Background: an optimization exercise with open tools, aiming at small area, a short achievable clock period and few clock cycles. Do not read the settings as production practice. Function was checked by simulation only, so behaviour that the tests miss may differ from the original.

==> run a <==
Design riscv_sys, start of the top module:
module riscv_sys (
    input          i_clk,
    input          i_rst_n,
    input  [31:0]  i_IMEM_data,
    output [31:0]  o_IMEM_addr,
    output         o_mem_cen,
    output         o_mem_wen,
    output [31:0]  o_mem_addr,
    output [127:0] o_mem_wdata,
    input  [127:0] i_mem_rdata,
    input          i_mem_stall,
    output         o_finish
);
Settings: LEC_CHECK=0, CAP_MARGIN=40, CORE_MARGIN=2, CORE_UTILIZATION=40, PLACE_DENSITY=0.5, SLEW_MARGIN=40; clock period 25.0 ns.
standard.sh (not shown) runs the stock make flow with config.mk's settings and CLKGATE_MAP_FILE= SYNTH_SCRIPT=/design/flow/synth_recipe.tcl, a recipe that flattens the netlist after the stock synthesis.
==> flow/flow/run.sh <==
#!/bin/bash
# The standard ORFS layout (standard.sh, unchanged synthesis), with timing
# repair asked to leave 18 ns of setup slack at the 25 ns clock, so that the
# layout is made for the shortest period it can reach. Each step's full
# output goes to make_finish.log here; ORFS's own logs stay under orfs/logs.
set -uo pipefail
bash standard.sh SETUP_SLACK_MARGIN=18 finish > make_finish.log 2>&1
status=$?
tail -n 20 make_finish.log
exit $status
==> run b: changes against run a <==
--- a/flow/design.v
+++ b/flow/design.v
@@ -11,14 +11,14 @@
     input          i_mem_stall,
     output         o_finish
 );
     reg  [31:2] fpc;             
     reg  [31:0] ir;              
     reg  [31:2] xpc;             
-    reg         xpred;           
     reg         xv;              
+    reg  [1:0]  mph;             
     reg  [31:0] ms, mc;          
     reg  [27:0] ltag;            
     reg         lval, ldirty;
     reg  [127:0] line;
     reg         mcen, mwen;      
     reg         fin;
@@ -43,43 +43,37 @@
     wire op_r    = ~ir[6] &  ir[5] &  ir[4];
     wire op_i    = ~ir[6] & ~ir[5] &  ir[4] & ~ir[2];
     wire op_aui  = ~ir[6] &  ir[4] &  ir[2];
     wire op_mul  =  op_r & ir[25];
     wire op_wr   = ~(op_st | op_br | op_sys);
     wire [31:0] rfq [0:31];
+    reg  [31:1] rfv;             
     wire        rf_we;
     wire [4:0]  rf_wa;
     wire [31:0] rf_wd;
     reg  [31:0] wd;
-    reg         rst_q;           
-    reg  [4:0]  ini;             
-    always @(posedge i_clk) begin
-        rst_q <= i_rst_n;
-        ini   <= ini + 5'd1;
-    end
-    wire        we_all = rf_we | ~rst_q;
-    wire [4:0]  wa_all = rst_q ? rf_wa : ini;
-    wire [31:0] wd_all = rst_q ? rf_wd :
-                         (ini == 5'd2) ? 32'hbffffff0 : (ini == 5'd3) ? 32'h10008000 : 32'd0;
     assign rfq[0] = 32'd0;
     genvar g;
     generate for (g = 1; g < 32; g = g + 1) begin : g_rf
         reg [31:0] r;
         always @(posedge i_clk)
-            if (we_all && wa_all == g) r <= wd_all;
+            if (rf_we && rf_wa == g) r <= rf_wd;
         assign rfq[g] = r;
     end endgenerate
+    always @(posedge i_clk or negedge i_rst_n)
+        if (!i_rst_n) rfv <= 31'd0;
+        else if (rf_we) rfv[rf_wa] <= 1'b1;    
     reg  [31:1] oh1, oh2;
     reg  [31:0] r1, r2;
     integer k;
     always @(*) begin
-        r1 = 32'd0;
-        r2 = 32'd0;
+        r1 = ({32{oh1[2] & ~rfv[2]}} & 32'hbffffff0) | ({32{oh1[3] & ~rfv[3]}} & 32'h10008000);
+        r2 = ({32{oh2[2] & ~rfv[2]}} & 32'hbffffff0) | ({32{oh2[3] & ~rfv[3]}} & 32'h10008000);
         for (k = 1; k < 32; k = k + 1) begin
-            r1 = r1 | ({32{oh1[k]}} & rfq[k]);
-            r2 = r2 | ({32{oh2[k]}} & rfq[k]);
+            r1 = r1 | ({32{oh1[k] & rfv[k]}} & rfq[k]);
+            r2 = r2 | ({32{oh2[k] & rfv[k]}} & rfq[k]);
         end
     end
     wire [31:0] imm_i = {{20{ir[31]}}, ir[31:20]};
     wire [31:0] imm_s = {{20{ir[31]}}, ir[31:25], ir[11:7]};
     wire        b_reg = ir[5] & (ir[4] | (ir[6] & ~ir[2]));   
     wire [31:0] bv    = b_reg ? r2 : (op_st ? imm_s : imm_i);
@@ -102,32 +96,25 @@
             3'b010:         alu = {31'd0, lt};
             3'b100:         alu = r1 ^ bv;
             3'b110:         alu = r1 | bv;
             default:        alu = r1 & bv;
         endcase
     reg  [31:0] ma, mb;
-    reg         pm, pm1;         
-    reg  [4:0]  pmrd;            
     wire [31:0] ts, tc;
-    wire        mul_go;
     mul_csa u_mul (.a(ma), .b(mb), .ts(ts), .tc(tc));
     always @(posedge i_clk) begin
-        if (mul_go) begin
-            ma   <= r1;
-            mb   <= r2;
-            pmrd <= rd;
-        end
+        ma <= r1;
+        mb <= r2;
         ms <= ts;
         mc <= tc;
     end
     wire [31:0] mul_res = ms + mc;
     wire [31:2] imm_t = op_br  ? {{19{ir[31]}}, ir[31], ir[7], ir[30:25], ir[11:9]} :
                         op_jal ? {{11{ir[31]}}, ir[31], ir[19:12], ir[20], ir[30:22]} :
                                  {ir[31:12], 10'd0};
     wire [31:2] tgt   = xpc + imm_t;
-    wire [31:2] xpc1  = xpc + 30'd1;
     wire        taken = op_br & (f3[2] ? (lt ^ f3[0]) : (eq ^ f3[0]));
     reg         pl, ps;          
     reg  [4:0]  prd;             
     reg  [1:0]  pwi;             
     wire [31:0] kt = {ltag, 4'd0};
     wire [4:0]  lo4 = {1'b0, r1[3:0]} + {1'b0, bv[3:0]};
@@ -138,17 +125,16 @@
     end endgenerate
     wire        hit      = lval & ((r1[31:4] ^ bv[31:4] ^ kt[31:4]) == ec[31:4]);
     wire        mem_done = mcen & ~i_mem_stall;
     wire        rd_act   = mcen & ~mwen;
     wire        rd_done  = mem_done & ~mwen;
     wire        wb_done  = mem_done & mwen;
-    wire        xw_raw   = xv & op_wr & ~op_mem & ~op_mul & ~dep_hz & (rd != 5'd0);
+    wire        xw_raw   = xv & op_wr & ~op_mem & ~(op_mul & (mph != 2'd2)) & ~pl_hz & (rd != 5'd0);
     wire        lwb      = pl & lval & ~xw_raw;
-    wire        mwb      = pm & pm1 & ~xw_raw & ~lwb;
     wire        can_rd   = (~mcen & ~ldirty) | wb_done;
-    wire        mem_go   = xv & op_mem & ~dep_hz & ~(op_ld & (bwb_want)) & (hit | can_rd);
+    wire        mem_go   = xv & op_mem & ~pl_hz & ~(pl & lval & op_ld) & (hit | can_rd);
     wire        start_rd = mem_go & ~hit;
     wire        st_go    = mem_go & op_st;
     wire        dirty_n  = (st_go & hit) | (ldirty & ~wb_done) | (rd_done & ps);
     reg  [31:0] ld_line, lwb_data;
     always @(*) begin
         case (sum[3:2])
@@ -200,72 +186,60 @@
                     mwen <= 1'b0;
                 end else begin
                     mcen <= dirty_n;
                     mwen <= 1'b1;
                 end
             end
-            fin <= xv & op_sys & ~pl & ~pm & ((~mcen & ~ldirty) | wb_done);
+            fin <= xv & op_sys & ~pl & ((~mcen & ~ldirty) | wb_done);
         end
-    wire [31:0] fi      = i_IMEM_data;
-    wire [31:2] fpc_inc = fpc + 30'd1;
-    wire        f_jal   = fi[6] & fi[3];
-    wire        f_br    = fi[6] & ~fi[4] & ~fi[2];
-    wire [8:0]  f_js    = {1'b0, fpc[9:2]} + {1'b0, fi[29], fi[28:22]};
-    wire [8:0]  f_bs    = {1'b0, fpc[9:2]} + {2'b01, fi[28:25], fi[11:9]};
-    wire        f_jok   = f_jal & (fi[19:12] == {8{fi[29]}}) & (fi[31] == fi[29]) &
-                          (fi[20] == fi[29]) & (fi[30] == fi[29]) & (f_js[8] == fi[29]);
-    wire        f_bok   = f_br & fi[31] & fi[7] & fi[30] & fi[29] & f_bs[8];
-    wire        f_pred  = (f_jok | f_bok) & ~(&fpc[9:2]);
-    wire [9:2]  f_lo    = f_jal ? f_js[7:0] : f_bs[7:0];
     wire use1  = ~(op_jal | op_aui | op_sys);
     wire use2  = b_reg | op_st;
     wire pl_hz = pl & ((use1 & rs1 == prd) | (use2 & rs2 == prd) | (op_wr & rd == prd));
-    wire pm_hz = pm & ((use1 & rs1 == pmrd) | (use2 & rs2 == pmrd) | (op_wr & rd == pmrd));
-    wire dep_hz = pl_hz | pm_hz;
-    wire bwb_want = (pl & lval) | (pm & pm1);    
-    wire hz    = dep_hz | (op_ld & bwb_want) | (op_mul & pm);
-    assign mul_go = xv & op_mul & ~hz & (rd != 5'd0);
-    wire stall = xv & ((op_mem & ~mem_go) | op_sys | hz);
-    wire redirect = xv & (op_jalr | (op_jal & ~xpred) | (op_br & (taken ^ xpred)));
-    wire x_we  = xv & op_wr & (rd != 5'd0) & ~op_mul & ~hz & (~op_mem | hit);
-    assign rf_we  = x_we | lwb | mwb;
-    assign rf_wa  = lwb ? prd : mwb ? pmrd : rd;
-    assign rf_wd  = lwb ? lwb_data : mwb ? mul_res : wd;
+    wire hz    = pl_hz | (lwb & op_ld);
+    wire stall = xv & ((op_mul & (mph != 2'd2)) | (op_mem & ~mem_go) | op_sys | hz);
+    wire redirect = xv & (taken | op_jmp);
+    wire x_we  = xv & op_wr & (rd != 5'd0) & ~(op_mul & (mph != 2'd2)) & ~hz &
+                 (op_ld ? hit & ~(pl & lval) & ~pl_hz : ~op_mem);
+    assign rf_we  = x_we | lwb;
+    assign rf_wa  = lwb ? prd : rd;
+    assign rf_wd  = lwb ? lwb_data : wd;
     always @(*) begin
-        if (op_ld)        wd = ld_line;
-        else if (op_jmp)  wd = {xpc1, 2'b00};
+        if (op_mul)       wd = mul_res;
+        else if (op_ld)   wd = ld_line;
+        else if (op_jmp)  wd = {fpc, 2'b00};      
         else if (op_aui)  wd = {tgt, 2'b00};
         else              wd = alu;
     end
     always @(posedge i_clk or negedge i_rst_n)
         if (!i_rst_n) begin
             fpc <= 30'h00004000;
             xv  <= 1'b0;
-            pm  <= 1'b0;
-            pm1 <= 1'b0;
+            mph <= 2'd0;
         end else begin
-            if (mul_go) pm <= 1'b1;
-            else if (mwb) pm <= 1'b0;
-            pm1 <= pm & ~mul_go & ~mwb;
+            if (!(xv & op_mul) | (mph == 2'd0 & hz))
+                mph <= 2'd0;
+            else if (mph != 2'd2)
+                mph <= mph + 2'd1;
+            else if (!hz)
+                mph <= 2'd0;
             if (!stall) begin
                 if (redirect) begin
-                    fpc <= op_jalr ? sum[31:2] : (op_br & xpred) ? xpc1 : tgt;
+                    fpc <= op_jalr ? sum[31:2] : tgt;
                     xv  <= 1'b0;
                 end else begin
-                    fpc <= {fpc_inc[31:10], f_pred ? f_lo : fpc_inc[9:2]};
+                    fpc <= fpc + 30'd1;
                     xv  <= 1'b1;
                 end
             end
         end
     always @(posedge i_clk)
         if (!stall) begin
             ir    <= i_IMEM_data;
             oh1   <= 31'h7fffffff & (32'd1 << i_IMEM_data[19:15]) >> 1;
             oh2   <= 31'h7fffffff & (32'd1 << i_IMEM_data[24:20]) >> 1;
             xpc   <= fpc;
-            xpred <= f_pred;
         end
 endmodule
 module mul_csa (
     input  [31:0] a,
     input  [31:0] b,
     output [31:0] ts,
==> comparison table <==
NonClk Buf Share: run a 7.00%; run b 7.70%
Share of the core filled with cells: run a 47.4%; run b 48.1%
Worst path arrival time: run a 7520 ps; run b 7760 ps
Count of flip-flops with a built-in enable after synthesis: run a 1347; run b 1277
Levels on crit path: run a 18; run b 21
Routed vias: run a 75400; run b 83100
Layout cell share with drive strength beyond 1: run a 12.7%; run b 15.6%
Sequential element share of the synthesized area: run a 48.7%; run b 47.5%
Share of Yosys cell area claimed by the top area cell type: run a 46.0%; run b 42.7%
Worst Tran Pin Value: run a 1050 ps; run b 962 ps
Number of non-clock buffers: run a 757; run b 844
Number of fillers in the final layout: run a 19800; run b 20000
Status: run a timing/DRC/antenna clean; run b timing/DRC/antenna clean
Final HPWL from detailed placement: run a 285 mm; run b 327 mm
CLK BUF: run a 219; run b 196
Clock-cell share: run a 5.38%; run b 5.44%
Compound-Gate Fraction of Synth Area: run a 15.7%; run b 11.6%
Routed metal-1 wirelength: run a 162 mm; run b 179 mm
Total die area: run a 224000 um^2; run b 228000 um^2
Testbench counts of run a, summed over its fixed seeds: cycles 89,293.
Testbench counts of run b, summed over its fixed seeds: cycles 94,812.


==> job 1209 <==
Another version of the RTL of riscv_sys (not shown whole).
==> flow/config.mk <==
export PLATFORM = sky130hd
export DESIGN_NAME = riscv_sys
export DESIGN_NICKNAME = riscv_sys
export VERILOG_FILES = /design/flow/design.v
export SDC_FILE = /design/flow/constraint.sdc
export NUM_CORES = 8
export LEC_CHECK = 0
export CAP_MARGIN = 40
export CORE_MARGIN = 2
export CORE_UTILIZATION = 40
export PLACE_DENSITY = 0.5
export SLEW_MARGIN = 40
==> flow/constraint.sdc <==
create_clock -name core_clock -period 25.0 [get_ports {i_clk}]
set_input_delay 5.0000 -clock core_clock [delete_from_list [all_inputs] [get_ports {i_clk}]]
set_output_delay 5.0000 -clock core_clock [all_outputs]
set_load 0.01 [all_outputs]
==> flow/flow/run.sh <==
#!/bin/bash
# The standard ORFS layout (standard.sh, unchanged synthesis) with two
# changes to how it is made: the port buffers buffer_ports inserts are
# buf_2 cells (every port still gets its buffer), and timing repair is asked
# to leave 18.5 ns of setup slack at the 25 ns clock, so that the layout is
# made for the shortest period it can reach. The full output of the make
# run goes to make_finish.log here; ORFS's own logs stay under orfs/logs.
set -uo pipefail
export BUFFER_PORTS_ARGS="-buffer_cell sky130_fd_sc_hd__buf_2"
bash standard.sh SETUP_SLACK_MARGIN=18.5 finish > make_finish.log 2>&1
status=$?
tail -n 20 make_finish.log
exit $status
==> inputs of job 4573, as changes to job 1209 <==
--- a/flow/design.v
+++ b/flow/design.v
@@ -48,27 +48,23 @@
     wire [31:0] rfq [0:31];
     wire        rf_we;
     wire [4:0]  rf_wa;
     wire [31:0] rf_wd;
     reg  [31:0] wd;
     reg         rst_q;           
-    reg  [4:0]  ini;             
-    always @(posedge i_clk) begin
+    always @(posedge i_clk)
         rst_q <= i_rst_n;
-        ini   <= ini + 5'd1;
-    end
-    wire        we_all = rf_we | ~rst_q;
-    wire [4:0]  wa_all = rst_q ? rf_wa : ini;
-    wire [31:0] wd_all = rst_q ? rf_wd :
-                         (ini == 5'd2) ? 32'hbffffff0 : (ini == 5'd3) ? 32'h10008000 : 32'd0;
+    wire [31:0] wd_all = rf_wd & {32{rst_q}};
     assign rfq[0] = 32'd0;
     genvar g;
     generate for (g = 1; g < 32; g = g + 1) begin : g_rf
         reg [31:0] r;
+        wire [31:0] d = (g == 2) ? (rst_q ? rf_wd : 32'hbffffff0) :
+                        (g == 3) ? (rst_q ? rf_wd : 32'h10008000) : wd_all;
         always @(posedge i_clk)
-            if (we_all && wa_all == g) r <= wd_all;
+            if ((rf_we && rf_wa == g) || !rst_q) r <= d;
         assign rfq[g] = r;
     end endgenerate
     reg  [31:1] oh1, oh2;
     reg  [31:0] r1, r2;
     integer k;
     always @(*) begin
@@ -117,17 +113,16 @@
             pmrd <= rd;
         end
         ms <= ts;
         mc <= tc;
     end
     wire [31:0] mul_res = ms + mc;
-    wire [31:2] imm_t = op_br  ? {{19{ir[31]}}, ir[31], ir[7], ir[30:25], ir[11:9]} :
+    wire [31:2] imm_t = op_br  ? (xpred ? 30'd1 : {{19{ir[31]}}, ir[31], ir[7], ir[30:25], ir[11:9]}) :
                         op_jal ? {{11{ir[31]}}, ir[31], ir[19:12], ir[20], ir[30:22]} :
                                  {ir[31:12], 10'd0};
     wire [31:2] tgt   = xpc + imm_t;
-    wire [31:2] xpc1  = xpc + 30'd1;
     wire        taken = op_br & (f3[2] ? (lt ^ f3[0]) : (eq ^ f3[0]));
     reg         pl, ps;          
     reg  [4:0]  prd;             
     reg  [1:0]  pwi;             
     wire [31:0] kt = {ltag, 4'd0};
     wire [4:0]  lo4 = {1'b0, r1[3:0]} + {1'b0, bv[3:0]};
@@ -142,13 +137,13 @@
     wire        rd_done  = mem_done & ~mwen;
     wire        wb_done  = mem_done & mwen;
     wire        xw_raw   = xv & op_wr & ~op_mem & ~op_mul & ~dep_hz & (rd != 5'd0);
     wire        lwb      = pl & lval & ~xw_raw;
     wire        mwb      = pm & pm1 & ~xw_raw & ~lwb;
     wire        can_rd   = (~mcen & ~ldirty) | wb_done;
-    wire        mem_go   = xv & op_mem & ~dep_hz & ~(op_ld & (bwb_want)) & (hit | can_rd);
+    wire        mem_go   = xv & op_mem & ~dep_hz & (hit | can_rd);
     wire        start_rd = mem_go & ~hit;
     wire        ld_go    = mem_go & op_ld;
     wire        st_go    = mem_go & op_st;
     wire        dirty_n  = (st_go & hit) | (ldirty & ~wb_done) | (rd_done & ps);
     reg  [31:0] lwb_data;
     always @(*) begin
@@ -209,23 +204,22 @@
     wire [9:2]  f_lo    = f_bs[7:0];
     wire use1  = ~(op_jal | op_aui | op_sys);
     wire use2  = b_reg | op_st;
     wire pl_hz = pl & ((use1 & rs1 == prd) | (use2 & rs2 == prd) | (op_wr & rd == prd));
     wire pm_hz = pm & ((use1 & rs1 == pmrd) | (use2 & rs2 == pmrd) | (op_wr & rd == pmrd));
     wire dep_hz = pl_hz | pm_hz;
-    wire bwb_want = (pl & lval) | (pm & pm1);    
-    wire hz    = dep_hz | (op_ld & bwb_want) | (op_mul & pm);
+    wire hz    = dep_hz | (op_mul & pm);
     assign mul_go = xv & op_mul & ~hz & (rd != 5'd0);
     wire stall = xv & ((op_mem & ~mem_go) | op_sys | hz);
     wire redirect = xv & (op_jmp | (op_br & (taken ^ xpred)));
     wire x_we  = xv & op_wr & (rd != 5'd0) & ~op_mul & ~hz & ~op_mem;
     assign rf_we  = x_we | lwb | mwb;
     assign rf_wa  = lwb ? prd : mwb ? pmrd : rd;
     assign rf_wd  = lwb ? lwb_data : mwb ? mul_res : wd;
     always @(*) begin
-        if (op_jmp)  wd = {xpc1, 2'b00};
+        if (op_jmp)       wd = {fpc, 2'b00};      
         else if (op_aui)  wd = {tgt, 2'b00};
         else              wd = alu;
     end
     always @(posedge i_clk or negedge i_rst_n)
         if (!i_rst_n) begin
             fpc <= 30'h00004000;
@@ -235,13 +229,13 @@
         end else begin
             if (mul_go) pm <= 1'b1;
             else if (mwb) pm <= 1'b0;
             pm1 <= pm & ~mul_go & ~mwb;
             if (!stall) begin
                 if (redirect) begin
-                    fpc <= op_jalr ? sum[31:2] : (op_br & xpred) ? xpc1 : tgt;
+                    fpc <= op_jalr ? sum[31:2] : tgt;
                     xv  <= 1'b0;
                 end else begin
                     fpc <= {fpc_inc[31:10], f_pred ? f_lo : fpc_inc[9:2]};
                     xv  <= 1'b1;
                 end
             end
- CTS_CLUSTER_DIAMETER: default -> 80
- CTS_CLUSTER_SIZE: default -> 24
- PLACE_DENSITY: 0.5 -> 0.6
==> inputs of job 5723, as changes to job 1209 <==
--- a/flow/design.v
+++ b/flow/design.v
@@ -117,17 +117,16 @@
             pmrd <= rd;
         end
         ms <= ts;
         mc <= tc;
     end
     wire [31:0] mul_res = ms + mc;
-    wire [31:2] imm_t = op_br  ? {{19{ir[31]}}, ir[31], ir[7], ir[30:25], ir[11:9]} :
+    wire [31:2] imm_t = op_br  ? (xpred ? 30'd1 : {{19{ir[31]}}, ir[31], ir[7], ir[30:25], ir[11:9]}) :
                         op_jal ? {{11{ir[31]}}, ir[31], ir[19:12], ir[20], ir[30:22]} :
                                  {ir[31:12], 10'd0};
     wire [31:2] tgt   = xpc + imm_t;
-    wire [31:2] xpc1  = xpc + 30'd1;
     wire        taken = op_br & (f3[2] ? (lt ^ f3[0]) : (eq ^ f3[0]));
     reg         pl, ps;          
     reg  [4:0]  prd;             
     reg  [1:0]  pwi;             
     wire [31:0] kt = {ltag, 4'd0};
     wire [4:0]  lo4 = {1'b0, r1[3:0]} + {1'b0, bv[3:0]};
@@ -142,13 +141,13 @@
     wire        rd_done  = mem_done & ~mwen;
     wire        wb_done  = mem_done & mwen;
     wire        xw_raw   = xv & op_wr & ~op_mem & ~op_mul & ~dep_hz & (rd != 5'd0);
     wire        lwb      = pl & lval & ~xw_raw;
     wire        mwb      = pm & pm1 & ~xw_raw & ~lwb;
     wire        can_rd   = (~mcen & ~ldirty) | wb_done;
-    wire        mem_go   = xv & op_mem & ~dep_hz & ~(op_ld & (bwb_want)) & (hit | can_rd);
+    wire        mem_go   = xv & op_mem & ~dep_hz & (hit | can_rd);
     wire        start_rd = mem_go & ~hit;
     wire        ld_go    = mem_go & op_ld;
     wire        st_go    = mem_go & op_st;
     wire        dirty_n  = (st_go & hit) | (ldirty & ~wb_done) | (rd_done & ps);
     reg  [31:0] lwb_data;
     always @(*) begin
@@ -209,23 +208,22 @@
     wire [9:2]  f_lo    = f_bs[7:0];
     wire use1  = ~(op_jal | op_aui | op_sys);
     wire use2  = b_reg | op_st;
     wire pl_hz = pl & ((use1 & rs1 == prd) | (use2 & rs2 == prd) | (op_wr & rd == prd));
     wire pm_hz = pm & ((use1 & rs1 == pmrd) | (use2 & rs2 == pmrd) | (op_wr & rd == pmrd));
     wire dep_hz = pl_hz | pm_hz;
-    wire bwb_want = (pl & lval) | (pm & pm1);    
-    wire hz    = dep_hz | (op_ld & bwb_want) | (op_mul & pm);
+    wire hz    = dep_hz | (op_mul & pm);
     assign mul_go = xv & op_mul & ~hz & (rd != 5'd0);
     wire stall = xv & ((op_mem & ~mem_go) | op_sys | hz);
     wire redirect = xv & (op_jmp | (op_br & (taken ^ xpred)));
     wire x_we  = xv & op_wr & (rd != 5'd0) & ~op_mul & ~hz & ~op_mem;
     assign rf_we  = x_we | lwb | mwb;
     assign rf_wa  = lwb ? prd : mwb ? pmrd : rd;
     assign rf_wd  = lwb ? lwb_data : mwb ? mul_res : wd;
     always @(*) begin
-        if (op_jmp)  wd = {xpc1, 2'b00};
+        if (op_jmp)       wd = {fpc, 2'b00};      
         else if (op_aui)  wd = {tgt, 2'b00};
         else              wd = alu;
     end
     always @(posedge i_clk or negedge i_rst_n)
         if (!i_rst_n) begin
             fpc <= 30'h00004000;
@@ -235,13 +233,13 @@
         end else begin
             if (mul_go) pm <= 1'b1;
             else if (mwb) pm <= 1'b0;
             pm1 <= pm & ~mul_go & ~mwb;
             if (!stall) begin
                 if (redirect) begin
-                    fpc <= op_jalr ? sum[31:2] : (op_br & xpred) ? xpc1 : tgt;
+                    fpc <= op_jalr ? sum[31:2] : tgt;
                     xv  <= 1'b0;
                 end else begin
                     fpc <= {fpc_inc[31:10], f_pred ? f_lo : fpc_inc[9:2]};
                     xv  <= 1'b1;
                 end
             end
- CTS_CLUSTER_DIAMETER: default -> 80
- CTS_CLUSTER_SIZE: default -> 24
- PLACE_DENSITY: 0.5 -> 0.6
==> run summary <==
# nets final 8475; Req. time, crit path 20000 ps; first-pass GRT wire length around 570000 µm; post-synth top area share 46.54%; CTS HTree Levels 4; RR Endpoint u_chip.g_rf[31].r[27]$_DFFE_PP_; clock edge transition at the registers on the reported setup and hold paths roughly 60 ps; status timing/DRC/antenna clean; critical path depth 1
-- figures above: job 1209

==> run summary <==
status timing/DRC/antenna clean; RR Endpoint u_chip.g_rf[19].r[28]$_DFFE_PP_; Req. time, crit path around 26000 ps; first-pass GRT wire length around 570000 µm; post-synth top area share between 40% and 50%; critical path depth 20
-- figures above: job 4573

==> run summary <==
critical path depth 1; drt total wl 413500 µm; CTS HTree Levels 3; status timing/DRC/antenna clean; # nets final 8294; pin count of the biggest net entering global routing 84; Synth Area in Compound Gates ~14%; post-synth top area share ~47%; highest routed layer met5; Seq cells about 1500; clock edge transition at the registers on the reported setup and hold paths around 90 ps; RR Endpoint u_chip.g_rf[3].r[30]$_DFFE_PP_
-- figures above: job 5723

Testbench counts of job 1209, summed over its fixed seeds: cycles 89,926.
Testbench counts of job 4573, summed over its fixed seeds: cycles 88,284.
Testbench counts of job 5723, summed over its fixed seeds: cycles 88,284.

static timing again, ports no longer ideal:
The flow's constraints put no driver on any port. The routed layouts listed below were extracted and timed again, unchanged, in two steps.
Step 1 (the two cells are an assumption about what drives the block):
set clk [get_ports {i_clk}]
set_driving_cell -lib_cell sky130_fd_sc_hd__clkbuf_16 $clk
set_driving_cell -lib_cell sky130_fd_sc_hd__buf_2 [delete_from_list [all_inputs] $clk]
Step 2 moves the port delays by t, midway between the first and last clock arrival at a register: inputs arrive t later, outputs are due t later. That takes back most of the time a late clock gives input paths.
a / b / c = no drivers / after step 1 / after step 2; a / b = the first two.
run	shift t [ns]	slack for setup (ns)	worst register clock-pin slew, ns
run a	0.938	17.986 / 17.923 / 17.209	0.08 / 0.08
run b	0.952	17.678 / 17.678 / 17.260	0.07 / 0.07
job 1209	0.918	18.410 / 18.322 / 17.626	0.07 / 0.07
job 4573	0.883	18.368 / 18.368 / 17.548	0.11 / 0.11
job 5723	0.871	18.418 / 18.328 / 17.723	0.10 / 0.10
After both steps setup and hold are still met in every run listed. For job 4573, which loses most, drivers alone change the setup slack by 0.000 ns; drivers and shift together by -0.820 ns.
